Source: an optimization exercise on an open RTL-to-GDS flow (aim: small area). Production flows keep margins and buffers that such runs may drop.
No driver is modelled on the clock port, so clocking that relies on it looks cheaper here than on a real chip.
Power and IR drop assume default switching activity.

== main ==
==> module rx_fifo, before the edit <==
module rx_fifo (
    input        clk,
    input        reset,
    input        push,
    input  [7:0] wdata,
    input        pop,
    output       empty,
    output [7:0] rdata
);
    reg  [3:0] n;
    reg [63:0] mem;
    wire full    = n[3];
    wire do_push = push & ~full;
    wire do_pop  = pop & (n != 4'd0);
    assign empty = (n == 4'd0);
    assign rdata = mem[7:0];
    always @(posedge clk, posedge reset) begin
        if (reset) n <= 0;
        else if (do_push & ~do_pop) n <= n + 4'd1;
        else if (do_pop & ~do_push) n <= n - 4'd1;
    end
    wire [71:0] m_in = {wdata, mem};
    genvar i;
    generate
        for (i = 0; i < 8; i = i + 1) begin : g_slot
            always @(posedge clk) begin
                if (do_pop || n <= i) mem[8*i +: 8] <= m_in[8*(i+1) +: 8];
            end
        end
    endgenerate
endmodule
export LEC_CHECK = 0
export CAP_MARGIN = 20
export CORE_MARGIN = 2
export CORE_UTILIZATION = 70
export PLACE_DENSITY = 0.8
export SLEW_MARGIN = 20
create_clock -name core_clock -period 10.0 [get_ports {clk}]
standard.sh (not shown) runs the stock make flow with config.mk's settings and CLKGATE_MAP_FILE= SYNTH_SCRIPT=/design/flow/synth_recipe.tcl, a recipe that flattens the netlist after the stock synthesis.
==> flow/flow/run.sh <==
#!/bin/bash
# The standard layout (standard.sh, unchanged synthesis), with these changes:
#  - the ports get the smallest buffer (buf_1);
#  - the clock tree is built by flow/pre_cts.tcl instead of TritonCTS (which
#    is then given no net to work on): the flip-flops are split by recursive
#    bisection of their placement into groups of at most 11, each driven by a
#    clkbuf_4 at its centroid, all driven by one clkbuf_16 fed by the clock port;
#  - after that, flow/post_cts.tcl gives each logic cell the smallest drive of
#    its kind that keeps timing, makes each clock buffer as small as a 110 ps
#    flip-flop clock-pin slew target (on placement parasitics) allows, and then
#    runs CTS's usual timing repair.
# Each tool's output is in the ORFS logs under orfs/logs; make's in standard.log.
set -euo pipefail
F=$(cd "$(dirname "$0")" && pwd)
export PRE_CTS_TCL=$F/pre_cts.tcl
export CTS_ARGS="-clk_nets clk -dont_use_dummy_load -buf_list sky130_fd_sc_hd__clkbuf_8"
export BUFFER_PORTS_ARGS="-buffer_cell sky130_fd_sc_hd__buf_1"
export SKIP_CTS_REPAIR_TIMING=1
export POST_CTS_TCL=$F/post_cts.tcl
bash standard.sh finish > standard.log 2>&1
Other scripts of this flow, unchanged in this note and not shown: flow/flow/post_cts.tcl, flow/flow/pre_cts.tcl
main went all the way through the flow, and no timing, DRC or antenna check failed.
The inputs of the feature branch differ from those of main as listed below.
diff --git a/flow/design.v b/flow/design.v
--- a/flow/design.v
+++ b/flow/design.v
@@ -135,22 +135,38 @@
     output [7:0] rdata
 );
-    reg  [3:0] n;
+    reg        e;
+    reg  [2:0] t;
     reg [63:0] mem;
-    wire full    = n[3];
+    wire full    = ~e & (&t);
     wire do_push = push & ~full;
-    wire do_pop  = pop & (n != 4'd0);
-    assign empty = (n == 4'd0);
+    wire do_pop  = pop & ~e;
+    assign empty = e;
     assign rdata = mem[7:0];
-    always @(posedge clk, posedge reset) begin
-        if (reset) n <= 0;
-        else if (do_push & ~do_pop) n <= n + 4'd1;
-        else if (do_pop & ~do_push) n <= n - 4'd1;
+    wire up = do_push & ~do_pop & ~e;
+    wire dn = do_pop & ~do_push & (t != 3'd0);
+    wire [2:0] ones, zeros;
+    assign ones[0] = up;
+    assign zeros[0] = dn;
+    genvar i;
+    generate
+        for (i = 1; i < 3; i = i + 1) begin : g_cnt
+            assign ones[i]  = ones[i-1] & t[i-1];
+            assign zeros[i] = zeros[i-1] & ~t[i-1];
+        end
+    endgenerate
+    always @(posedge clk, posedge reset) begin
+        if (reset) begin
+            e <= 1'b1;
+            t <= 3'd0;
+        end else begin
+            t <= t ^ (ones | zeros);
+            if (e ? do_push : (do_pop & ~do_push & (t == 3'd0))) e <= ~e;
+        end
     end
     wire [71:0] m_in = {wdata, mem};
-    genvar i;
     generate
         for (i = 0; i < 8; i = i + 1) begin : g_slot
             always @(posedge clk) begin
-                if (do_pop || n <= i) mem[8*i +: 8] <= m_in[8*(i+1) +: 8];
+                if (do_pop || e || t < i) mem[8*i +: 8] <= m_in[8*(i+1) +: 8];
             end
         end
### Flow results
Re total wire length after detailed routing: main and the feature branch aren't equal, and the lower value belongs to main. Diff main -> the feature branch: number of global-route vias before repair increased by 200 relative to the old numbers; xor/xnor cell area share of the yosys netlist lost 0.45 points; routed length per placed instance saw an increase; hold violation count in the final report did not really move; share of synthesized cell area in full adder, half adder and majority cells went down. Compared with main, the feature branch shows a higher sequential share of layout area. The multi-input gate share of total cell area of the feature branch and that of main are within noise of each other. Global-route usage (lower): main. The feature branch — die area about 0.8% higher, main as reference. Going from main to the feature branch, the share of power burned in registers was found to have gone up by 1.1 points. Cell area after synthesis came out higher on the feature branch than on main.
Function was not checked in any run of this note: the RTL went through the layout flow alone.

afterwards: timing with drivers on the ports:
In the flow no input, the clock included, has a driving cell. The finished layouts below were timed again as built, in two steps. Step 1 (the two cells are an assumption about what drives the block):
set clk [get_ports {clk}]
set_driving_cell -lib_cell sky130_fd_sc_hd__clkbuf_16 $clk
set_driving_cell -lib_cell sky130_fd_sc_hd__buf_2 [delete_from_list [all_inputs] $clk]
Step 2 moves the port delays by t, midway between the first and last clock arrival at a register: inputs arrive t later, outputs are due t later. That takes back most of the time a late clock gives input paths. a / b / c = ideal ports / drivers / drivers and shift; a / b = the first two.
run	t (ns)	slack for setup (ns)	worst register clock-pin slew, ns
main	0.396	6.118 / 6.084 / 6.479	0.11 / 0.11
the feature branch	0.397	6.151 / 6.117 / 6.260	0.12 / 0.12
After both steps every run listed still meets setup and hold.
